Context: an optimization exercise on an open-source flow, tuned for small area. The choices shown serve that exercise and are no tape-out recipe. Only the layout flow was run in this run; the RTL was not checked for function there.

==> design/flow/design.v <==
`timescale 1ns/1ns
module RX(input clk, input rst, input [51:0]in, input run, input [1:0]cr, input [1:0]mod, output out, output valid);
wire run1, run2, run3;
wire [17:0]x0_demapped, x1_demapped;
wire [1:0]x_deinterleaved;
wire x_decoded, ready;
demapper_pr rx_demapper(.x_in(in), .run(run), .mod(mod), .valid(run1), .x0_demapped(x0_demapped), .x1_demapped(x1_demapped));
deinterleaver rx_deinterleaver(.clk(clk), .rst(rst), .mod(mod), .x0(x0_demapped), .x1(x1_demapped), .run(run1), .x_deinterleaved(x_deinterleaved), .valid(run2));
decoder rx_decoder(.x(x_deinterleaved), .clk(clk), .rst(rst), .run(run2), .valid(run3), .x_decoded(x_decoded));
scrambler rx_descrambler(.x(x_decoded), .initialState(7'd127), .run(run3), .clk(clk), .reset(rst), .x_scrambled(out), .valid(valid), .rdy(ready));
endmodule
`timescale 1ns/1ns
module scrambler(input x, input [6:0] initialState, input run, 
		input clk, input reset, output reg x_scrambled
		, output reg valid, output rdy);
	parameter seed_init = 1'b0, ready = 1'b1;
	wire valid_run, internal_xor;
	reg [6:0] scramblerInitBits;
	reg State;
	assign rdy = State;  
	assign valid_run = run & rdy;  
	assign internal_xor = scramblerInitBits[6] ^ scramblerInitBits[3];
	always @(posedge clk, negedge reset) begin
		if(~reset) begin
			State <= 1'b0;  
			scramblerInitBits[6:0] <= 7'd0;
			x_scrambled <= 1'b0;
			valid <= 1'b0;
		end
		else begin
			valid <= valid_run;  
			if(State == seed_init) begin
				State <= ready;
				scramblerInitBits[6:0] <= initialState[6:0];
				x_scrambled <= x_scrambled;
			end
			else begin   
				State <= State;
				if(valid_run) begin
					scramblerInitBits[6:1] <= scramblerInitBits[5:0]; 
					scramblerInitBits[0] <= internal_xor;
					x_scrambled <= x ^ internal_xor;
				end
				else begin  
					scramblerInitBits[6:0] <= scramblerInitBits[6:0];
					x_scrambled <= x_scrambled;
				end
			end
		end
	end
endmodule
`timescale 1ns/1ns
module demapper_pr(input [51:0]x_in, input run, input [1:0]mod, output valid, output reg [17:0]x0_demapped, output reg [17:0]x1_demapped);  
wire [5:0]subc0, subc1, subc2, subc3, subc4, subc5;
assign valid = run;
always @ (*) begin
	if(mod == 2'd0) begin  
		x0_demapped = {15'd0, subc2[0], subc1[0], subc0[0]};
		x1_demapped = {15'd0, subc5[0], subc4[0], subc3[0]};
	end
	else if(mod == 2'd1) begin  
		x0_demapped = {12'd0, subc2[1:0], subc1[1:0], subc0[1:0]};
		x1_demapped = {12'd0, subc5[1:0], subc4[1:0], subc3[1:0]};
	end
	else if(mod == 2'd2) begin  
		x0_demapped = {6'd0, subc2[3:0], subc1[3:0], subc0[3:0]};
		x1_demapped = {6'd0, subc5[3:0], subc4[3:0], subc3[3:0]};
	end
	else begin  
		x0_demapped = {subc2[5:0], subc1[5:0], subc0[5:0]};
		x1_demapped = {subc5[5:0], subc4[5:0], subc3[5:0]};
	end
end
demapper demap0(.x(x_in[7:0]), .mod(mod), .x_demapped(subc0));
demapper demap1(.x(x_in[15:8]), .mod(mod), .x_demapped(subc1));
demapper demap2(.x(x_in[23:16]), .mod(mod), .x_demapped(subc2));
demapper demap3(.x(x_in[31:24]), .mod(mod), .x_demapped(subc3));
demapper demap4(.x(x_in[39:32]), .mod(mod), .x_demapped(subc4));
demapper demap5(.x(x_in[47:40]), .mod(mod), .x_demapped(subc5));
endmodule
`timescale 1ns/1ns
module demapper(input [7:0]x, input [1:0]mod, output reg [5:0]x_demapped);
always @ (*) begin
	if(mod == 2'd0) begin  
		x_demapped = (x[7] == 1'b0) ? 6'd1 : 6'd0;
	end
	else if(mod == 2'd1) begin  
		x_demapped[5:2] = 4'd0;
		x_demapped[1] = (x[3] == 1'b0) ? 1'b1 : 1'b0;
		x_demapped[0] = (x[7] == 1'b0) ? 1'b1 : 1'b0;
	end
	else if(mod == 2'd2) begin  
		x_demapped[1:0] = (x[7:4] == 4'h1) ? 2'b11:(x[7:4] == 4'h9) ? 2'b10:(x[7:4] == 4'h3) ? 2'b01: 2'b00;
		x_demapped[3:2] = (x[3:0] == 4'h1) ? 2'b11:(x[3:0] == 4'h9) ? 2'b10:(x[3:0] == 4'h3) ? 2'b01: 2'b00;
		x_demapped[5:4] = 2'd0;
	end
	else begin  
		x_demapped[2:0] = (x[7:4] == 4'h1) ? 3'b011:(x[7:4] == 4'h3) ? 3'b111:(x[7:4] == 4'h5) ? 3'b101:(x[7:4] == 4'h7) ? 3'b001:(x[7:4] == 4'h9) ? 3'b010:(x[7:4] == 4'hb) ? 3'b110:(x[7:4] == 4'hd) ? 3'b100: 3'b000;
		x_demapped[5:3] = (x[3:0] == 4'h1) ? 3'b011:(x[3:0] == 4'h3) ? 3'b111:(x[3:0] == 4'h5) ? 3'b101:(x[3:0] == 4'h7) ? 3'b001:(x[3:0] == 4'h9) ? 3'b010:(x[3:0] == 4'hb) ? 3'b110:(x[3:0] == 4'hd) ? 3'b100: 3'b000;
	end
end
endmodule
`timescale 1ns/1ns
module deinterleaver(input clk, input rst, input [1:0]mod, input [17:0]x0, input [17:0]x1, input run, output [1:0]x_deinterleaved, output valid);
parameter s9 = 4'd8,s1 = 4'd0,s2 = 4'd1,s3 = 4'd2,s4 = 4'd3,s5 = 4'd4,s6 = 4'd5,s7 = 4'd6,s8 = 4'd7;
reg [135:0]evens, odds;
reg [3:0]s;
wire [17:0]inter2_evens, inter2_odds;
wire count_run, gozero;
reg [135:0]new_evens, new_odds;
reg [1:0]inter_mod_even, inter_mod_odd;
reg [3:0]new_s;
assign count_run = (s == s9) ? 1'b1 : 1'b0;
assign valid = run || count_run;
assign x_deinterleaved[1] = (run == 1'b1) ? inter2_evens[0] : evens[135];
assign x_deinterleaved[0] = (run == 1'b1) ? inter2_odds[0] : odds[135];
always @ (*) begin
	if(s == s9) begin
		new_s = (gozero == 1'b1) ? s1 : s;
	end
	else if(s == s1) begin
		new_s = (run == 1'b1) ? s2 : s;
	end
	else if(s == s2) begin
		new_s = (run == 1'b1) ? s3 : s;
	end
	else if(s == s3) begin
		new_s = (run == 1'b1) ? s4 : s;
	end
	else if(s == s4) begin
		new_s = (run == 1'b1) ? s5 : s;
	end
	else if(s == s5) begin
		new_s = (run == 1'b1) ? s6 : s;
	end
	else if(s == s6) begin
		new_s = (run == 1'b1) ? s7 : s;
	end
	else if(s == s7) begin
		new_s = (run == 1'b1) ? s8 : s;
	end
	else begin
		new_s = (run == 1'b1) ? s9 : s;
	end
end
always @ (*) begin
	if((run == 1'b1) && (count_run == 1'b0)) begin
		new_evens = {evens[134:128],inter2_evens[1],evens[126:120],inter2_evens[2],evens[118:112],inter2_evens[3],evens[110:104],inter2_evens[4],evens[102:96],inter2_evens[5],evens[94:88],inter2_evens[6],evens[86:80],inter2_evens[7],evens[78:72],inter2_evens[8],evens[70:64],inter2_evens[9],evens[62:56],inter2_evens[10],evens[54:48],inter2_evens[11],evens[46:40],inter2_evens[12],evens[38:32],inter2_evens[13],evens[30:24],inter2_evens[14],evens[22:16],inter2_evens[15],evens[14:8],inter2_evens[16],evens[6:0],inter2_evens[17]};
		new_odds = {odds[134:128],inter2_odds[1],odds[126:120],inter2_odds[2],odds[118:112],inter2_odds[3],odds[110:104],inter2_odds[4],odds[102:96],inter2_odds[5],odds[94:88],inter2_odds[6],odds[86:80],inter2_odds[7],odds[78:72],inter2_odds[8],odds[70:64],inter2_odds[9],odds[62:56],inter2_odds[10],odds[54:48],inter2_odds[11],odds[46:40],inter2_odds[12],odds[38:32],inter2_odds[13],odds[30:24],inter2_odds[14],odds[22:16],inter2_odds[15],odds[14:8],inter2_odds[16],odds[6:0],inter2_odds[17]};
	end
	else if((run == 1'b0) && (count_run == 1'b1)) begin
		new_evens = {evens[134:0],inter2_evens[17]};
		new_odds = {odds[134:0],inter2_odds[17]};
	end
	else begin
		new_evens = evens[135:0];
		new_odds = odds[135:0];
	end
end
always @ (*) begin
	if((mod == 2'd0) || (mod == 2'd1)) begin
		inter_mod_even = 2'd0;
		inter_mod_odd = 2'd0;
	end
	else if(mod == 2'd2) begin
		inter_mod_even = 2'd0;
		inter_mod_odd = 2'd1;
	end
	else begin
		if((s == s9) || (s == s1)) begin
			inter_mod_even = 2'd0;
			inter_mod_odd = 2'd3;
		end
		else if(s == s2) begin
			inter_mod_even = 2'd2;
			inter_mod_odd = 2'd0;
		end
		else if(s == s3) begin
			inter_mod_even = 2'd3;
			inter_mod_odd = 2'd2;
		end
		else if(s == s4) begin
			inter_mod_even = 2'd0;
			inter_mod_odd = 2'd3;
		end
		else if(s == s5) begin
			inter_mod_even = 2'd2;
			inter_mod_odd = 2'd0;
		end
		else if(s == s6) begin
			inter_mod_even = 2'd3;
			inter_mod_odd = 2'd2;
		end
		else if(s == s7) begin
			inter_mod_even = 2'd0;
			inter_mod_odd = 2'd3;
		end
		else begin
			inter_mod_even = 2'd2;
			inter_mod_odd = 2'd0;
		end
	end
end
interleave2_even inter2_even(.inter_mod(inter_mod_even), .in(x0), .out(inter2_evens));
interleave2_odd inter2_odd(.inter_mod(inter_mod_odd), .in(x1), .out(inter2_odds));
counter8 counter(.clk(clk), .rst(rst), .run(count_run), .mod(mod), .gozero(gozero));
always @ (posedge clk, negedge rst) begin
	if(~rst) begin
		s <= 2'd0;
		evens <= 136'd0;
		odds <= 136'd0;
	end
	else begin
		s <= new_s;
		evens <= new_evens;
		odds <= new_odds;
	end
end
endmodule
`timescale 1ns/1ns
module interleave2_even(input [1:0]inter_mod, input [17:0]in, output reg [17:0]out);
always @ (*) begin
	if(inter_mod == 2'd3) begin  
		out[5:0] = {in[3], in[5], in[4], in[0], in[2], in[1]};
		out[11:6] = {in[9], in[11], in[10], in[6], in[8], in[7]};
		out[17:12] = {in[15], in[17], in[16], in[12], in[14], in[13]};
	end
	else if(inter_mod == 2'd2) begin  
		out[5:0] = {in[4], in[3], in[5], in[1], in[0], in[2]};
		out[11:6] = {in[10], in[9], in[11], in[7], in[6], in[8]};
		out[17:12] = {in[16], in[15], in[17], in[13], in[12], in[14]};
	end
	else begin  
		out[5:0] = {in[5], in[4], in[3], in[2], in[1], in[0]};
		out[11:6] = {in[11], in[10], in[9], in[8], in[7], in[6]};
		out[17:12] = {in[17], in[16], in[15], in[14], in[13], in[12]};
	end
end
endmodule
`timescale 1ns/1ns
module interleave2_odd(input [1:0]inter_mod, input [17:0]in, output reg [17:0]out);
always @ (*) begin
	if(inter_mod == 2'd3) begin  
		out[5:0] = {in[3], in[5], in[4], in[0], in[2], in[1]};
		out[11:6] = {in[9], in[11], in[10], in[6], in[8], in[7]};
		out[17:12] = {in[15], in[17], in[16], in[12], in[14], in[13]};
	end
	else if(inter_mod == 2'd2) begin  
		out[5:0] = {in[4], in[3], in[5], in[1], in[0], in[2]};
		out[11:6] = {in[10], in[9], in[11], in[7], in[6], in[8]};
		out[17:12] = {in[16], in[15], in[17], in[13], in[12], in[14]};
	end
	else if(inter_mod == 2'd1) begin  
		out[5:0] = {in[4], in[5], in[2], in[3], in[0], in[1]};
		out[11:6] = {in[10], in[11], in[8], in[9], in[6], in[7]};
		out[17:12] = {in[17], in[16], in[15], in[14], in[13], in[12]};  
	end
	else begin  
		out[5:0] = {in[5], in[4], in[3], in[2], in[1], in[0]};
		out[11:6] = {in[11], in[10], in[9], in[8], in[7], in[6]};
		out[17:12] = {in[17], in[16], in[15], in[14], in[13], in[12]};
	end
end
endmodule
`timescale 1ns/1ns
module counter8(input clk, input rst, input run, input [1:0]mod, output gozero);
reg [7:0]count;
wire [7:0]count_end;
assign count_end = (mod == 2'd0) ? 8'd15 : (mod == 2'd1) ? 8'd39 : (mod == 2'd2) ? 8'd87 : 8'd135;
assign gozero = (count == count_end)? 1'b1 : 1'b0;
always @(posedge clk, negedge rst) begin
	if(~rst) begin
		count <= 8'd0;
	end
	else if((run == 1'b1) && (gozero == 1'b1)) begin
		count <= 8'd0;
	end
	else if((run == 1'b1) && (gozero == 1'b0)) begin
		count <= count + 1'b1;
	end
	else begin
		count <= count;
	end
end
endmodule
`timescale 1ns/1ns
module decoder (input [1:0]x, input clk, input rst, input run, output reg valid, output x_decoded);
parameter err_len = 4; 
reg [err_len*64-1:0]errors;
reg [63:0]path_mem[11:0][1:0];
reg [5:0]mpn0;  
reg [21:0]mpn;
reg [23:0]out_reg;
reg go_back, cb_go_back, cb_start, run1;
wire [err_len*64-1:0]err_add_in;
wire [err_len*64-1:0]err_0_in;
wire [err_len*64-1:0]err_1_in;
wire [err_len*64-1:0]new_errors;
wire [err_len*64-1:0]min_out;
wire [err_len*64-1:0]min8_in;
wire [63:0]mem_out[1:0];
wire [3*8-1:0]min_idx;
wire [err_len*8-1:0]inner_min;
wire [2:0]min_idx_left;
wire [63:0]start_state;
wire [63:0]discarded_bits;
wire [5:0]start_state_num;
wire [4:0]memptr;
wire [4:0]cb_memptr;
wire start, zero, gozero, gozero1, min_en, bit1, bit2, to_out, new_go_back, new_cb_go_back, new_valid, gozero2, new_cb_start, new_run1;
wire [4:0]count;
wire [3:0]count1;
wire [21:0]new_mpn;
wire [21:0]state_select;
wire [23:0]out_pack;
wire [23:0]new_out_reg;
wire [5:0]new_mpn0;
reg [2:0]min_idx_right;
wire count1_8;
assign min8_in = (min_en == 1'b1) ? min_out: {(err_len*64){1'b1}};  
assign start_state_num = {min_idx_left , min_idx_right};
assign start = zero;
assign memptr = (go_back == 1'b0) ? count : (5'd23 - count);
assign cb_memptr = (cb_go_back == 1'b1) ? count1 : (5'd11 - count1);
assign state_select = (cb_start == 1'b1) ? {16'd0, mpn0[5:0]} : mpn[21:0];
assign new_mpn = {state_select[19:0], bit1, bit2};
assign out_pack = {mpn, bit1, bit2};
assign new_out_reg = ({to_out,valid} == 2'b00) ? out_reg : ({to_out,valid} == 2'b01) ? {1'b0,out_reg[23:1]} : out_pack;
assign new_errors = (run) ? min_out : errors;
assign new_mpn0 = (min_en == 1'b1) ? start_state_num :  mpn0;
assign min_en = gozero & run;
assign mem_out[0] = path_mem[cb_memptr][0];
assign mem_out[1] = path_mem[cb_memptr][1];
assign bit1 = (cb_go_back == 1'b1) ? mem_out[0][state_select[5:0]] : mem_out[1][state_select[5:0]];
assign bit2 = (cb_go_back == 1'b1) ? mem_out[1][{state_select[4:0],bit1}] : mem_out[0][{state_select[4:0],bit1}];
assign new_go_back = (min_en == 1'b1) ? ~go_back : go_back;
assign new_cb_go_back = (gozero1 == 1'b1) ? ~cb_go_back : cb_go_back;
assign new_valid = ({to_out,gozero2} == 2'b10) ? 1'b1 : ({to_out,gozero2} == 2'b11) ? 1'b1 : ({to_out,gozero2} == 2'b01) ? 1'b0 : valid;
assign new_cb_start = min_en;
assign new_run1 = ({min_en,gozero1} == 2'b10) ? 1'b1 : ({min_en,gozero1} == 2'b01) ? 1'b0 : run1;
assign to_out = count1_8;
assign run2 = valid;
assign x_decoded = out_reg[0];
always @(*) begin
	if(min_idx_left == 3'd0) begin
		min_idx_right = min_idx[2:0];
	end
	else if(min_idx_left == 3'd1) begin
		min_idx_right = min_idx[5:3];
	end
	else if(min_idx_left == 3'd2) begin
		min_idx_right = min_idx[8:6];
	end
	else if(min_idx_left == 3'd3) begin
		min_idx_right = min_idx[11:9];
	end
	else if(min_idx_left == 3'd4) begin
		min_idx_right = min_idx[14:12];
	end
	else if(min_idx_left == 3'd5) begin
		min_idx_right = min_idx[17:15];
	end
	else if(min_idx_left == 3'd6) begin
		min_idx_right = min_idx[20:18];
	end
	else begin
		min_idx_right = min_idx[23:21];
	end
end
generate
	genvar i;
	for(i=0;i<64;i=i+1) begin : err_add_instantiate
		assign err_add_in[(i+1)*err_len-1:i*err_len] = ({start,start_state[i]} == 2'b11) ? {err_len{1'b0}} : ({start,start_state[i]} == 2'b10) ? {err_len{1'b1}} : errors[(i+1)*err_len-1:i*err_len];
		assign start_state[i] = (mpn0[5:0] == i) ? 1'b1 : 1'b0;
	end
	for(i=0;i<32;i=i+1) begin : min_first_half_instantiate
		min_error #(.m(err_len-1)) min_err0(.error_0_out(err_0_in[(2*i+1)*err_len-1:2*i*err_len]), .error_1_out(err_0_in[(2*i+2)*err_len-1:(2*i+1)*err_len]), .error_min(min_out[(i+1)*err_len-1:i*err_len]), .out_bit(discarded_bits[i]));
	end
	for(i=32;i<64;i=i+1) begin : min_second_half_instantiate
		min_error #(.m(err_len-1)) min_err1(.error_0_out(err_1_in[(2*(i-32)+1)*err_len-1:2*(i-32)*err_len]), .error_1_out(err_1_in[(2*(i-32)+2)*err_len-1:(2*(i-32)+1)*err_len]), .error_min(min_out[(i+1)*err_len-1:i*err_len]), .out_bit(discarded_bits[i]));
	end
	for(i=0;i<8;i=i+1) begin : min8_instantiate
		min8 #(.m(err_len-1)) min8_err(.in0(min8_in[(8*i+1)*err_len-1:8*i*err_len]), .in1(min8_in[(8*i+2)*err_len-1:(8*i+1)*err_len]), .in2(min8_in[(8*i+3)*err_len-1:(8*i+2)*err_len]), .in3(min8_in[(8*i+4)*err_len-1:(8*i+3)*err_len]), .in4(min8_in[(8*i+5)*err_len-1:(8*i+4)*err_len]), .in5(min8_in[(8*i+6)*err_len-1:(8*i+5)*err_len]), .in6(min8_in[(8*i+7)*err_len-1:(8*i+6)*err_len]), .in7(min8_in[(8*i+8)*err_len-1:(8*i+7)*err_len]), .min_index(min_idx[3*(i+1)-1:3*i]), .in_min(inner_min[(i+1)*err_len-1:i*err_len]));
	end
endgenerate
min8_index #(.m(err_len-1)) last_min8(.in0(inner_min[err_len-1:0]), .in1(inner_min[2*err_len-1:err_len]), .in2(inner_min[3*err_len-1:2*err_len]), .in3(inner_min[4*err_len-1:3*err_len]), .in4(inner_min[5*err_len-1:4*err_len]), .in5(inner_min[6*err_len-1:5*err_len]), .in6(inner_min[7*err_len-1:6*err_len]), .in7(inner_min[8*err_len-1:7*err_len]), .min_index(min_idx_left));
counter0_23 counter(.clk(clk), .rst(rst), .run(run), .count(count), .zero(zero), .gozero(gozero));
counter1_12 counter1(.clk(clk), .rst(rst), .run(run1), .count(count1), .count_8(count1_8), .gozero(gozero1));
counter2_23 counter2(.clk(clk), .rst(rst), .run(run2), .gozero(gozero2));
always @(posedge clk, negedge rst) begin
	if(~rst) begin
		errors <= 'd0;
		mpn0 <= 6'd0;
		go_back <= 1'b0;
		cb_go_back <= 1'b0;
		cb_start <= 1'b0;
		run1 <= 1'b0;
		valid <= 1'b0;
		out_reg <= 24'd0;
	end
	else begin
		valid <= new_valid;
		errors <= new_errors;
		path_mem[memptr[4:1]][memptr[0]] <= (run == 1'b1) ? discarded_bits : path_mem[memptr[4:1]][memptr[0]];
		mpn0 <= new_mpn0;
		mpn <= new_mpn;
		out_reg <= new_out_reg;
		go_back <= new_go_back;
		cb_go_back <= new_cb_go_back;
		cb_start <= new_cb_start;
		run1 <= new_run1;
	end
end
error_adder #(.m(err_len-1)) err_add0(.error(err_add_in[1*err_len-1:0*err_len]), .a(x), .error_0_in(err_0_in[1*err_len-1:0*err_len]), .error_1_in(err_1_in[1*err_len-1:0*err_len]));
error_adder3 #(.m(err_len-1)) err_add1(.error(err_add_in[2*err_len-1:1*err_len]), .a(x), .error_0_in(err_0_in[2*err_len-1:1*err_len]), .error_1_in(err_1_in[2*err_len-1:1*err_len]));
error_adder2 #(.m(err_len-1)) err_add2(.error(err_add_in[3*err_len-1:2*err_len]), .a(x), .error_0_in(err_0_in[3*err_len-1:2*err_len]), .error_1_in(err_1_in[3*err_len-1:2*err_len]));
error_adder1 #(.m(err_len-1)) err_add3(.error(err_add_in[4*err_len-1:3*err_len]), .a(x), .error_0_in(err_0_in[4*err_len-1:3*err_len]), .error_1_in(err_1_in[4*err_len-1:3*err_len]));
error_adder #(.m(err_len-1)) err_add4(.error(err_add_in[5*err_len-1:4*err_len]), .a(x), .error_0_in(err_0_in[5*err_len-1:4*err_len]), .error_1_in(err_1_in[5*err_len-1:4*err_len]));
error_adder3 #(.m(err_len-1)) err_add5(.error(err_add_in[6*err_len-1:5*err_len]), .a(x), .error_0_in(err_0_in[6*err_len-1:5*err_len]), .error_1_in(err_1_in[6*err_len-1:5*err_len]));
error_adder2 #(.m(err_len-1)) err_add6(.error(err_add_in[7*err_len-1:6*err_len]), .a(x), .error_0_in(err_0_in[7*err_len-1:6*err_len]), .error_1_in(err_1_in[7*err_len-1:6*err_len]));
error_adder1 #(.m(err_len-1)) err_add7(.error(err_add_in[8*err_len-1:7*err_len]), .a(x), .error_0_in(err_0_in[8*err_len-1:7*err_len]), .error_1_in(err_1_in[8*err_len-1:7*err_len]));
error_adder3 #(.m(err_len-1)) err_add8(.error(err_add_in[9*err_len-1:8*err_len]), .a(x), .error_0_in(err_0_in[9*err_len-1:8*err_len]), .error_1_in(err_1_in[9*err_len-1:8*err_len]));
error_adder #(.m(err_len-1)) err_add9(.error(err_add_in[10*err_len-1:9*err_len]), .a(x), .error_0_in(err_0_in[10*err_len-1:9*err_len]), .error_1_in(err_1_in[10*err_len-1:9*err_len]));
error_adder1 #(.m(err_len-1)) err_add10(.error(err_add_in[11*err_len-1:10*err_len]), .a(x), .error_0_in(err_0_in[11*err_len-1:10*err_len]), .error_1_in(err_1_in[11*err_len-1:10*err_len]));
error_adder2 #(.m(err_len-1)) err_add11(.error(err_add_in[12*err_len-1:11*err_len]), .a(x), .error_0_in(err_0_in[12*err_len-1:11*err_len]), .error_1_in(err_1_in[12*err_len-1:11*err_len]));
error_adder3 #(.m(err_len-1)) err_add12(.error(err_add_in[13*err_len-1:12*err_len]), .a(x), .error_0_in(err_0_in[13*err_len-1:12*err_len]), .error_1_in(err_1_in[13*err_len-1:12*err_len]));
error_adder #(.m(err_len-1)) err_add13(.error(err_add_in[14*err_len-1:13*err_len]), .a(x), .error_0_in(err_0_in[14*err_len-1:13*err_len]), .error_1_in(err_1_in[14*err_len-1:13*err_len]));
error_adder1 #(.m(err_len-1)) err_add14(.error(err_add_in[15*err_len-1:14*err_len]), .a(x), .error_0_in(err_0_in[15*err_len-1:14*err_len]), .error_1_in(err_1_in[15*err_len-1:14*err_len]));
error_adder2 #(.m(err_len-1)) err_add15(.error(err_add_in[16*err_len-1:15*err_len]), .a(x), .error_0_in(err_0_in[16*err_len-1:15*err_len]), .error_1_in(err_1_in[16*err_len-1:15*err_len]));
error_adder3 #(.m(err_len-1)) err_add16(.error(err_add_in[17*err_len-1:16*err_len]), .a(x), .error_0_in(err_0_in[17*err_len-1:16*err_len]), .error_1_in(err_1_in[17*err_len-1:16*err_len]));
error_adder #(.m(err_len-1)) err_add17(.error(err_add_in[18*err_len-1:17*err_len]), .a(x), .error_0_in(err_0_in[18*err_len-1:17*err_len]), .error_1_in(err_1_in[18*err_len-1:17*err_len]));
error_adder1 #(.m(err_len-1)) err_add18(.error(err_add_in[19*err_len-1:18*err_len]), .a(x), .error_0_in(err_0_in[19*err_len-1:18*err_len]), .error_1_in(err_1_in[19*err_len-1:18*err_len]));
error_adder2 #(.m(err_len-1)) err_add19(.error(err_add_in[20*err_len-1:19*err_len]), .a(x), .error_0_in(err_0_in[20*err_len-1:19*err_len]), .error_1_in(err_1_in[20*err_len-1:19*err_len]));
error_adder3 #(.m(err_len-1)) err_add20(.error(err_add_in[21*err_len-1:20*err_len]), .a(x), .error_0_in(err_0_in[21*err_len-1:20*err_len]), .error_1_in(err_1_in[21*err_len-1:20*err_len]));
error_adder #(.m(err_len-1)) err_add21(.error(err_add_in[22*err_len-1:21*err_len]), .a(x), .error_0_in(err_0_in[22*err_len-1:21*err_len]), .error_1_in(err_1_in[22*err_len-1:21*err_len]));
error_adder1 #(.m(err_len-1)) err_add22(.error(err_add_in[23*err_len-1:22*err_len]), .a(x), .error_0_in(err_0_in[23*err_len-1:22*err_len]), .error_1_in(err_1_in[23*err_len-1:22*err_len]));
error_adder2 #(.m(err_len-1)) err_add23(.error(err_add_in[24*err_len-1:23*err_len]), .a(x), .error_0_in(err_0_in[24*err_len-1:23*err_len]), .error_1_in(err_1_in[24*err_len-1:23*err_len]));
error_adder #(.m(err_len-1)) err_add24(.error(err_add_in[25*err_len-1:24*err_len]), .a(x), .error_0_in(err_0_in[25*err_len-1:24*err_len]), .error_1_in(err_1_in[25*err_len-1:24*err_len]));
error_adder3 #(.m(err_len-1)) err_add25(.error(err_add_in[26*err_len-1:25*err_len]), .a(x), .error_0_in(err_0_in[26*err_len-1:25*err_len]), .error_1_in(err_1_in[26*err_len-1:25*err_len]));
error_adder2 #(.m(err_len-1)) err_add26(.error(err_add_in[27*err_len-1:26*err_len]), .a(x), .error_0_in(err_0_in[27*err_len-1:26*err_len]), .error_1_in(err_1_in[27*err_len-1:26*err_len]));
error_adder1 #(.m(err_len-1)) err_add27(.error(err_add_in[28*err_len-1:27*err_len]), .a(x), .error_0_in(err_0_in[28*err_len-1:27*err_len]), .error_1_in(err_1_in[28*err_len-1:27*err_len]));
error_adder #(.m(err_len-1)) err_add28(.error(err_add_in[29*err_len-1:28*err_len]), .a(x), .error_0_in(err_0_in[29*err_len-1:28*err_len]), .error_1_in(err_1_in[29*err_len-1:28*err_len]));
error_adder3 #(.m(err_len-1)) err_add29(.error(err_add_in[30*err_len-1:29*err_len]), .a(x), .error_0_in(err_0_in[30*err_len-1:29*err_len]), .error_1_in(err_1_in[30*err_len-1:29*err_len]));
error_adder2 #(.m(err_len-1)) err_add30(.error(err_add_in[31*err_len-1:30*err_len]), .a(x), .error_0_in(err_0_in[31*err_len-1:30*err_len]), .error_1_in(err_1_in[31*err_len-1:30*err_len]));
error_adder1 #(.m(err_len-1)) err_add31(.error(err_add_in[32*err_len-1:31*err_len]), .a(x), .error_0_in(err_0_in[32*err_len-1:31*err_len]), .error_1_in(err_1_in[32*err_len-1:31*err_len]));
error_adder1 #(.m(err_len-1)) err_add32(.error(err_add_in[33*err_len-1:32*err_len]), .a(x), .error_0_in(err_0_in[33*err_len-1:32*err_len]), .error_1_in(err_1_in[33*err_len-1:32*err_len]));
error_adder2 #(.m(err_len-1)) err_add33(.error(err_add_in[34*err_len-1:33*err_len]), .a(x), .error_0_in(err_0_in[34*err_len-1:33*err_len]), .error_1_in(err_1_in[34*err_len-1:33*err_len]));
error_adder3 #(.m(err_len-1)) err_add34(.error(err_add_in[35*err_len-1:34*err_len]), .a(x), .error_0_in(err_0_in[35*err_len-1:34*err_len]), .error_1_in(err_1_in[35*err_len-1:34*err_len]));
error_adder #(.m(err_len-1)) err_add35(.error(err_add_in[36*err_len-1:35*err_len]), .a(x), .error_0_in(err_0_in[36*err_len-1:35*err_len]), .error_1_in(err_1_in[36*err_len-1:35*err_len]));
error_adder1 #(.m(err_len-1)) err_add36(.error(err_add_in[37*err_len-1:36*err_len]), .a(x), .error_0_in(err_0_in[37*err_len-1:36*err_len]), .error_1_in(err_1_in[37*err_len-1:36*err_len]));
error_adder2 #(.m(err_len-1)) err_add37(.error(err_add_in[38*err_len-1:37*err_len]), .a(x), .error_0_in(err_0_in[38*err_len-1:37*err_len]), .error_1_in(err_1_in[38*err_len-1:37*err_len]));
error_adder3 #(.m(err_len-1)) err_add38(.error(err_add_in[39*err_len-1:38*err_len]), .a(x), .error_0_in(err_0_in[39*err_len-1:38*err_len]), .error_1_in(err_1_in[39*err_len-1:38*err_len]));
error_adder #(.m(err_len-1)) err_add39(.error(err_add_in[40*err_len-1:39*err_len]), .a(x), .error_0_in(err_0_in[40*err_len-1:39*err_len]), .error_1_in(err_1_in[40*err_len-1:39*err_len]));
error_adder2 #(.m(err_len-1)) err_add40(.error(err_add_in[41*err_len-1:40*err_len]), .a(x), .error_0_in(err_0_in[41*err_len-1:40*err_len]), .error_1_in(err_1_in[41*err_len-1:40*err_len]));
error_adder1 #(.m(err_len-1)) err_add41(.error(err_add_in[42*err_len-1:41*err_len]), .a(x), .error_0_in(err_0_in[42*err_len-1:41*err_len]), .error_1_in(err_1_in[42*err_len-1:41*err_len]));
error_adder #(.m(err_len-1)) err_add42(.error(err_add_in[43*err_len-1:42*err_len]), .a(x), .error_0_in(err_0_in[43*err_len-1:42*err_len]), .error_1_in(err_1_in[43*err_len-1:42*err_len]));
error_adder3 #(.m(err_len-1)) err_add43(.error(err_add_in[44*err_len-1:43*err_len]), .a(x), .error_0_in(err_0_in[44*err_len-1:43*err_len]), .error_1_in(err_1_in[44*err_len-1:43*err_len]));
error_adder2 #(.m(err_len-1)) err_add44(.error(err_add_in[45*err_len-1:44*err_len]), .a(x), .error_0_in(err_0_in[45*err_len-1:44*err_len]), .error_1_in(err_1_in[45*err_len-1:44*err_len]));
error_adder1 #(.m(err_len-1)) err_add45(.error(err_add_in[46*err_len-1:45*err_len]), .a(x), .error_0_in(err_0_in[46*err_len-1:45*err_len]), .error_1_in(err_1_in[46*err_len-1:45*err_len]));
error_adder #(.m(err_len-1)) err_add46(.error(err_add_in[47*err_len-1:46*err_len]), .a(x), .error_0_in(err_0_in[47*err_len-1:46*err_len]), .error_1_in(err_1_in[47*err_len-1:46*err_len]));
error_adder3 #(.m(err_len-1)) err_add47(.error(err_add_in[48*err_len-1:47*err_len]), .a(x), .error_0_in(err_0_in[48*err_len-1:47*err_len]), .error_1_in(err_1_in[48*err_len-1:47*err_len]));
error_adder2 #(.m(err_len-1)) err_add48(.error(err_add_in[49*err_len-1:48*err_len]), .a(x), .error_0_in(err_0_in[49*err_len-1:48*err_len]), .error_1_in(err_1_in[49*err_len-1:48*err_len]));
error_adder1 #(.m(err_len-1)) err_add49(.error(err_add_in[50*err_len-1:49*err_len]), .a(x), .error_0_in(err_0_in[50*err_len-1:49*err_len]), .error_1_in(err_1_in[50*err_len-1:49*err_len]));
error_adder #(.m(err_len-1)) err_add50(.error(err_add_in[51*err_len-1:50*err_len]), .a(x), .error_0_in(err_0_in[51*err_len-1:50*err_len]), .error_1_in(err_1_in[51*err_len-1:50*err_len]));
error_adder3 #(.m(err_len-1)) err_add51(.error(err_add_in[52*err_len-1:51*err_len]), .a(x), .error_0_in(err_0_in[52*err_len-1:51*err_len]), .error_1_in(err_1_in[52*err_len-1:51*err_len]));
error_adder2 #(.m(err_len-1)) err_add52(.error(err_add_in[53*err_len-1:52*err_len]), .a(x), .error_0_in(err_0_in[53*err_len-1:52*err_len]), .error_1_in(err_1_in[53*err_len-1:52*err_len]));
error_adder1 #(.m(err_len-1)) err_add53(.error(err_add_in[54*err_len-1:53*err_len]), .a(x), .error_0_in(err_0_in[54*err_len-1:53*err_len]), .error_1_in(err_1_in[54*err_len-1:53*err_len]));
error_adder #(.m(err_len-1)) err_add54(.error(err_add_in[55*err_len-1:54*err_len]), .a(x), .error_0_in(err_0_in[55*err_len-1:54*err_len]), .error_1_in(err_1_in[55*err_len-1:54*err_len]));
error_adder3 #(.m(err_len-1)) err_add55(.error(err_add_in[56*err_len-1:55*err_len]), .a(x), .error_0_in(err_0_in[56*err_len-1:55*err_len]), .error_1_in(err_1_in[56*err_len-1:55*err_len]));
error_adder1 #(.m(err_len-1)) err_add56(.error(err_add_in[57*err_len-1:56*err_len]), .a(x), .error_0_in(err_0_in[57*err_len-1:56*err_len]), .error_1_in(err_1_in[57*err_len-1:56*err_len]));
error_adder2 #(.m(err_len-1)) err_add57(.error(err_add_in[58*err_len-1:57*err_len]), .a(x), .error_0_in(err_0_in[58*err_len-1:57*err_len]), .error_1_in(err_1_in[58*err_len-1:57*err_len]));
error_adder3 #(.m(err_len-1)) err_add58(.error(err_add_in[59*err_len-1:58*err_len]), .a(x), .error_0_in(err_0_in[59*err_len-1:58*err_len]), .error_1_in(err_1_in[59*err_len-1:58*err_len]));
error_adder #(.m(err_len-1)) err_add59(.error(err_add_in[60*err_len-1:59*err_len]), .a(x), .error_0_in(err_0_in[60*err_len-1:59*err_len]), .error_1_in(err_1_in[60*err_len-1:59*err_len]));
error_adder1 #(.m(err_len-1)) err_add60(.error(err_add_in[61*err_len-1:60*err_len]), .a(x), .error_0_in(err_0_in[61*err_len-1:60*err_len]), .error_1_in(err_1_in[61*err_len-1:60*err_len]));
error_adder2 #(.m(err_len-1)) err_add61(.error(err_add_in[62*err_len-1:61*err_len]), .a(x), .error_0_in(err_0_in[62*err_len-1:61*err_len]), .error_1_in(err_1_in[62*err_len-1:61*err_len]));
error_adder3 #(.m(err_len-1)) err_add62(.error(err_add_in[63*err_len-1:62*err_len]), .a(x), .error_0_in(err_0_in[63*err_len-1:62*err_len]), .error_1_in(err_1_in[63*err_len-1:62*err_len]));
error_adder #(.m(err_len-1)) err_add63(.error(err_add_in[64*err_len-1:63*err_len]), .a(x), .error_0_in(err_0_in[64*err_len-1:63*err_len]), .error_1_in(err_1_in[64*err_len-1:63*err_len]));
endmodule
`timescale 1ns/1ns
module counter0_23(input clk, input rst, input run, output reg [4:0]count, output zero, output gozero);
assign gozero = (count == 5'd23)? 1'b1 : 1'b0;
assign zero = (count == 5'd0)? 1'b1 : 1'b0;
always @(posedge clk, negedge rst) begin
	if(~rst) begin
		count <= 5'd0;
	end
	else if((run == 1'b1) && (gozero == 1'b1)) begin
		count <= 5'd0;
	end
	else if((run == 1'b1) && (gozero == 1'b0)) begin
		count <= count + 1'b1;
	end
	else begin
		count <= count;
	end
end
endmodule
`timescale 1ns/1ns
module counter1_12(input clk, input rst, input run, output reg [3:0]count, output count_8, output gozero);
assign gozero = (count == 4'd11)? 1'b1 : 1'b0;
assign count_8 = (count == 4'd8)? 1'b1 : 1'b0;
always @(posedge clk, negedge rst) begin
	if(~rst) begin
		count <= 4'd0;
	end
	else if((run == 1'b1) && (gozero == 1'b1)) begin
		count <= 4'd0;
	end
	else if((run == 1'b1) && (gozero == 1'b0)) begin
		count <= count + 1'b1;
	end
	else begin
		count <= count;
	end
end
endmodule
`timescale 1ns/1ns
module counter2_23(input clk, input rst, input run, output gozero);
reg [4:0]count;
assign gozero = (count == 5'd23)? 1'b1 : 1'b0;
always @(posedge clk, negedge rst) begin
	if(~rst) begin
		count <= 5'd0;
	end
	else if((run == 1'b1) && (gozero == 1'b1)) begin
		count <= 5'd0;
	end
	else if((run == 1'b1) && (gozero == 1'b0)) begin
		count <= count + 1'b1;
	end
	else begin
		count <= count;
	end
end
endmodule
`timescale 1ns/1ns
module error_adder #(parameter m = 6)(input [m:0]error, input [1:0]a, output [m:0]error_0_in, output [m:0]error_1_in);
wire [m:0]error_plus;
wire [1:0] delta;
assign delta = ((a[1:0] == 2'd0) || (a[1:0] == 2'd3)) ? 2'd2 : 2'd1;
assign error_plus = (error[m:1] == {m{1'b1}}) ? {(m+1){1'b1}} : (error[m:0] + delta[1:0]);
assign error_0_in = (a[1:0] == 2'd0)? error : error_plus[m:0];
assign error_1_in = (a[1:0] == 2'd3)? error : error_plus[m:0];
endmodule
`timescale 1ns/1ns
module error_adder1 #(parameter m = 6)(input [m:0]error, input [1:0]a, output [m:0]error_0_in, output [m:0]error_1_in);
wire [m:0]error_plus;
wire [1:0] delta;
assign delta = ((a[1:0] == 2'd1) || (a[1:0] == 2'd2)) ? 2'd2 : 2'd1;
assign error_plus = (error[m:1] == {m{1'b1}}) ? {(m+1){1'b1}} : (error[m:0] + delta[1:0]);
assign error_0_in = (a[1:0] == 2'd1)? error : error_plus[m:0];
assign error_1_in = (a[1:0] == 2'd2)? error : error_plus[m:0];
endmodule
`timescale 1ns/1ns
module error_adder2 #(parameter m = 6)(input [m:0]error, input [1:0]a, output [m:0]error_0_in, output [m:0]error_1_in);
wire [m:0]error_plus;
wire [1:0] delta;
assign delta = ((a[1:0] == 2'd2) || (a[1:0] == 2'd1)) ? 2'd2 : 2'd1;
assign error_plus = (error[m:1] == {m{1'b1}}) ? {(m+1){1'b1}} : (error[m:0] + delta[1:0]);
assign error_0_in = (a[1:0] == 2'd2)? error : error_plus[m:0];
assign error_1_in = (a[1:0] == 2'd1)? error : error_plus[m:0];
endmodule
`timescale 1ns/1ns
module error_adder3 #(parameter m = 6)(input [m:0]error, input [1:0]a, output [m:0]error_0_in, output [m:0]error_1_in);
wire [m:0]error_plus;
wire [1:0] delta;
assign delta = ((a[1:0] == 2'd0) || (a[1:0] == 2'd3)) ? 2'd2 : 2'd1;
assign error_plus = (error[m:1] == {m{1'b1}}) ? {(m+1){1'b1}} : (error[m:0] + delta[1:0]);
assign error_0_in = (a[1:0] == 2'd3)? error : error_plus[m:0];
assign error_1_in = (a[1:0] == 2'd0)? error : error_plus[m:0];
endmodule
`timescale 1ns/1ns
module min8 #(parameter m = 6)(input [m:0]in0, input [m:0]in1, input [m:0]in2, input [m:0]in3, input [m:0]in4, input [m:0]in5, input [m:0]in6, input [m:0]in7, output reg [2:0]min_index, output reg [m:0]in_min);
always @(*) begin
	if((in0 <= in1) && (in0 <= in2) && (in0 <= in3) && (in0 <= in4) && (in0 <= in5) && (in0 <= in6) && (in0 <= in7)) begin
		min_index = 3'd0;
		in_min = in0;
	end
	else if((in1 <= in0) && (in1 <= in2) && (in1 <= in3) && (in1 <= in4) && (in1 <= in5) && (in1 <= in6) && (in1 <= in7)) begin
		min_index = 3'd1;
		in_min = in1;
	end
	else if((in2 <= in0) && (in2 <= in1) && (in2 <= in3) && (in2 <= in4) && (in2 <= in5) && (in2 <= in6) && (in2 <= in7)) begin
		min_index = 3'd2;
		in_min = in2;
	end
	else if((in3 <= in0) && (in3 <= in1) && (in3 <= in2) && (in3 <= in4) && (in3 <= in5) && (in3 <= in6) && (in3 <= in7)) begin
		min_index = 3'd3;
		in_min = in3;
	end
	else if((in4 <= in0) && (in4 <= in1) && (in4 <= in2) && (in4 <= in3) && (in4 <= in5) && (in4 <= in6) && (in4 <= in7)) begin
		min_index = 3'd4;
		in_min = in4;
	end
	else if((in5 <= in0) && (in5 <= in1) && (in5 <= in2) && (in5 <= in3) && (in5 <= in4) && (in5 <= in6) && (in5 <= in7)) begin
		min_index = 3'd5;
		in_min = in5;
	end
	else if((in6 <= in0) && (in6 <= in1) && (in6 <= in2) && (in6 <= in3) && (in6 <= in4) && (in6 <= in5) && (in6 <= in7)) begin
		min_index = 3'd6;
		in_min = in6;
	end
	else begin
		min_index = 3'd7;
		in_min = in7;
	end
end
endmodule
`timescale 1ns/1ns
module min8_index #(parameter m = 6)(input [m:0]in0, input [m:0]in1, input [m:0]in2, input [m:0]in3, input [m:0]in4, input [m:0]in5, input [m:0]in6, input [m:0]in7, output reg [2:0]min_index);
always @(*) begin
	if((in0 <= in1) && (in0 <= in2) && (in0 <= in3) && (in0 <= in4) && (in0 <= in5) && (in0 <= in6) && (in0 <= in7)) begin
		min_index = 3'd0;
	end
	else if((in1 <= in0) && (in1 <= in2) && (in1 <= in3) && (in1 <= in4) && (in1 <= in5) && (in1 <= in6) && (in1 <= in7)) begin
		min_index = 3'd1;
	end
	else if((in2 <= in0) && (in2 <= in1) && (in2 <= in3) && (in2 <= in4) && (in2 <= in5) && (in2 <= in6) && (in2 <= in7)) begin
		min_index = 3'd2;
	end
	else if((in3 <= in0) && (in3 <= in1) && (in3 <= in2) && (in3 <= in4) && (in3 <= in5) && (in3 <= in6) && (in3 <= in7)) begin
		min_index = 3'd3;
	end
	else if((in4 <= in0) && (in4 <= in1) && (in4 <= in2) && (in4 <= in3) && (in4 <= in5) && (in4 <= in6) && (in4 <= in7)) begin
		min_index = 3'd4;
	end
	else if((in5 <= in0) && (in5 <= in1) && (in5 <= in2) && (in5 <= in3) && (in5 <= in4) && (in5 <= in6) && (in5 <= in7)) begin
		min_index = 3'd5;
	end
	else if((in6 <= in0) && (in6 <= in1) && (in6 <= in2) && (in6 <= in3) && (in6 <= in4) && (in6 <= in5) && (in6 <= in7)) begin
		min_index = 3'd6;
	end
	else begin
		min_index = 3'd7;
	end
end
endmodule
`timescale 1ns/1ns
module min_error #(parameter m = 6)(input [m:0]error_0_out, input [m:0]error_1_out, output reg [m:0]error_min, output reg out_bit);
always @(*) begin
	if(error_1_out < error_0_out) begin
		out_bit = 1'b1;
		error_min = error_1_out;
	end
	else begin
		out_bit = 1'b0;
		error_min = error_0_out;
	end
end
endmodule
==> design/flow/run.sh <==
#!/bin/bash
# synth_recipe.tcl (not shown) runs the flow's synth.tcl, then flattens the netlist and writes it again
# the make line also repeats each setting of config.mk as NAME=value (left out here)
make -C /OpenROAD-flow-scripts/flow DESIGN_CONFIG=/design/flow/config.mk WORK_HOME=/design/flow/orfs CLKGATE_MAP_FILE= SYNTH_SCRIPT=/design/flow/synth_recipe.tcl finish
==> design/flow/config.mk <==
export PLATFORM = sky130hd
export DESIGN_NAME = RX
export DESIGN_NICKNAME = RX
export VERILOG_FILES = /design/flow/design.v
export SDC_FILE = /design/flow/constraint.sdc
export NUM_CORES = 8
export LEC_CHECK = 0
export CAP_MARGIN = 20
export CORE_MARGIN = 2
export CORE_UTILIZATION = 40
export SLEW_MARGIN = 20
==> design/flow/constraint.sdc <==
create_clock -name core_clock -period 15.0 [get_ports {clk}]
set_input_delay 3.0000 -clock core_clock [delete_from_list [all_inputs] [get_ports {clk}]]
set_output_delay 3.0000 -clock core_clock [all_outputs]
set_load 0.01 [all_outputs]
==> results.ini <==
[placed_design]
placedInstanceArea_sq_um = 162000
hpwlAfterDp_um = 407000
finalWeightedCongestion = 0.995
port-buffer-count = 54

[global_routing]
grtUsageTotal = 0.325
maximum_number_of_pins_on_one_net_before_global_route_repair = 170
grt_first_pass_wirelength_um = 882000
grt.overflow.total = 0
grt_pass1_vias = 123000
initial_antenna_violation_count = 37

[synthesis]
synth_enable_flop_cells = 1558
ys_seq_area_frac = 0.424
synth-seq-cells = 2157
synth_fp_nets = 15400
yosys_warnings = 16
async_reset_ff_frac = 0.278
synth_flop_cell = sky130_fd_sc_hd__edfxtp_1
synth_area_sq_um = 146000
netlist-cell-type-count = 105
synthCells = 13900
avgSynthCellArea_sq_um = 10.5

[worst_setup_path]
endpoint_kind = flop
critical_path.most_common_cell = sky130_fd_sc_hd__o21ai_0
crit_path_max_incr_delay_ns = 0.75
timing.critical_path.buf_inv = 9
critPathLaunchType = primary input
critical_path.top_delay_family = compound AO/OA/AOI/OAI gates
timing.critical_path.fanout_max = 35
cpMaxStageDelayCell = sky130_fd_sc_hd__a211oi_2
worst_ep_arrival_time_ns = 15.00
worst-r2r-cell-count = 50
reg2reg_slack_ns = 2.48
worstPathRequired_ns = 15.80
timing.setup.critical_path_class = primary input to flop
timing.rr.start = rx_decoder.counter.count[0]
rr_endpoint = rx_decoder.mpn0[2]

[clock_network]
clk_path_buf_depth = 4
post_cts_resized = 0
cts-htree-levels = 4
clock-sinks = 2157
cts_buffers = 237
clk_latency_ns = 1.00
clock_transition_at_the_registers_of_the_reported_paths_ns = 0.07
cts_tree = built
post-cts-setup-buffers = 0
cts_hold_repair.buffers = 0
clockRootBuffer = sky130_fd_sc_hd__clkbuf_16

[die]
boundaryPins = 61
core_sq_um = 363000
core.rowCount = 221
dieHeight_um = 607
initial_core_util = 0.402
die_area_sq_um = 369000
chipWidth_um = 607

[route]
detail_route.wl_per_cell_um = 31.4
dr.first_iter.drc_count = 20600
route.detailed.drc = 0
dr_total_vias = 131000
ant_nets = 0
first_pass_iteration_count_of_the_detailed_router = 10
routed_wl_um = 624000
post_drt_via_cell_ratio = 6.58

[layout]
final_nets = 16400
largest_register_ff_count = 1536
layout_commonest_cell = sky130_fd_sc_hd__edfxtp_1
area_growth_pct = 16.6
stdcell_area_sq_um = 170000
drive_above_1_share = 0.183
final.fill_count = 33600
most-common-layout-cells = sky130_fd_sc_hd__edfxtp_1, sky130_fd_sc_hd__ha_1, sky130_fd_sc_hd__buf_4

[sta]
fin_crit_sh = 0.947
maxSlewHeadroom = 0.129
fmax_mhz = 70.4
setup_viol = 0
final-hold-violation-count = 0
timing.clock.skew_ns = 0.119
worst_pin_slew_ns = 1.29
timing.final.max_slew_violations = 0
post-route-min-period_ns = 14.21
grt_setup_unrepaired = false

[hold_path]
worstHoldPathCells = 1
hold_start = rx_deinterleaver.odds[69]
hold_class = flop to flop
timing.hold.worst_endpoint = rx_deinterleaver.odds[70]

[run]
max_cap_viol_count = 0

[run_status]
status = finished clean

## metrics by stage
step                 util  setup slack (ns)  hold slack (ns)  setup TNS (ns)  std cells
finish              0.469             0.791            0.451               0      19900
global route        0.468            0.0195            0.471               0      19900
floorplan               -            0.0128            0.426               0      13900
detailed placement  0.446           -0.0911            0.457         -0.0911      19400
CTS                 0.468             0.874            0.462               0      19900
global placement    0.446           -0.0963            0.434         -0.0963      19400
## metal layers
layer,vias up,GRT usage,part of all wire
met2,9239,0.483,0.42
met4,38,0.198,0.076
met5,-,0,0.00039
met1,63200,0.410,0.37
met3,2626,0.102,0.13
li1,55800,-,-
## worst max path at each step
stage	slack, ns	startpoint	end	cells after the start
2_1_floorplan	0.01	mod[0]	rx_decoder.mpn0[0]	49
3_3_place_gp	-0.1	mod[0]	rx_decoder.mpn0[2]	55
3_5_place_dp	-0.09	mod[0]	rx_decoder.mpn0[2]	55
4_1_cts	0.87	mod[0]	rx_decoder.mpn0[2]	55
5_1_grt	0.02	mod[0]	rx_decoder.mpn0[2]	57
6_report	0.79	mod[0]	rx_decoder.mpn0[2]	55
## logic make-up (layout without fill, tap and decap cells)
family                   Yosys count  in the layout  share of synthesized area
buffers and inverters           1406           2601                     0.0378
multiplexers                    1251           1251                     0.0917
adder cells (fa/ha/maj)         1472           1472                      0.130
other                              1             22                  0.0000258
XOR/XNOR                          23             23                    0.00138
AND/OR/NAND/NOR                 3506           3506                      0.125
flip-flops                      2157           2157                      0.424
AO/OA/AOI/OAI                   4051           4051                      0.190
## area by class of cell
class / instances / area, sq um / area share
inverters: 664 / 2510 / 0.0148
flip-flops and latches: 2157 / 61800 / 0.364
well taps: 4794 / 6000 / 0.0353
multi-input cells: 10300 / 79400 / 0.467
diodes: 21 / 52.6 / 0.000309
repair buffers: 1498 / 12100 / 0.0715
clock buffers: 293 / 6320 / 0.0372
clock inverters: 146 / 1670 / 0.00980
## cell usage after synthesis (108+ instances only)
library cell / instances / area, sq um
sky130_fd_sc_hd__ha_1: 1408 / 17600
sky130_fd_sc_hd__nand4_1: 420 / 2630
sky130_fd_sc_hd__a221oi_1: 171 / 1500
sky130_fd_sc_hd__a41oi_1: 116 / 1020
sky130_fd_sc_hd__a222oi_1: 114 / 1140
sky130_fd_sc_hd__dfrtp_1: 599 / 15000
sky130_fd_sc_hd__buf_2: 108 / 541
sky130_fd_sc_hd__o21a_1: 120 / 901
sky130_fd_sc_hd__a21o_1: 127 / 953
sky130_fd_sc_hd__nand3_1: 174 / 871
sky130_fd_sc_hd__nand2_1: 652 / 2450
sky130_fd_sc_hd__nor2b_1: 332 / 2080
sky130_fd_sc_hd__a22o_1: 209 / 1830
sky130_fd_sc_hd__a21oi_1: 782 / 3910
sky130_fd_sc_hd__a22oi_1: 612 / 4590
sky130_fd_sc_hd__nand2b_1: 402 / 2510
sky130_fd_sc_hd__mux2i_1: 609 / 6100
sky130_fd_sc_hd__o211ai_1: 140 / 1050
sky130_fd_sc_hd__nor2_1: 811 / 3040
sky130_fd_sc_hd__clkbuf_1: 503 / 1890
sky130_fd_sc_hd__inv_1: 656 / 2460
sky130_fd_sc_hd__mux2_2: 639 / 7200
sky130_fd_sc_hd__o22ai_1: 110 / 688
sky130_fd_sc_hd__nor3_1: 287 / 1440
sky130_fd_sc_hd__o21ai_0: 855 / 4280
sky130_fd_sc_hd__edfxtp_1: 1558 / 46800
sky130_fd_sc_hd__buf_1: 115 / 432

[re-timing with driven ports]
How much do the figures lean on ideal ports? The routed layout below was timed once more, with nothing changed but the port constraints.
Step 1 (the two cells are an assumption about what drives the block):
set clk [get_ports {clk}]
set_driving_cell -lib_cell sky130_fd_sc_hd__clkbuf_16 $clk
set_driving_cell -lib_cell sky130_fd_sc_hd__buf_2 [delete_from_list [all_inputs] $clk]
Step 2 also shifts input and output timing later by t, the mid clock arrival at the registers, as if the neighbouring blocks saw the same clock.
a / b / c = ideal ports / drivers / drivers and shift; a / b = the first two.
shift t [ns]: 1.034
setup slack, ns: 0.791 / 0.864 / -0.170
worst setup path at the end: input to register
latest minus earliest clock arrival (ns): 0.133 / 0.133
worst slew at a driven data input, ns: 0.05
With both steps, setup timing fails in this run, where it was met with ideal ports. The setup slack of this run moves by +0.073 ns with the drivers and by -0.961 ns with both steps.
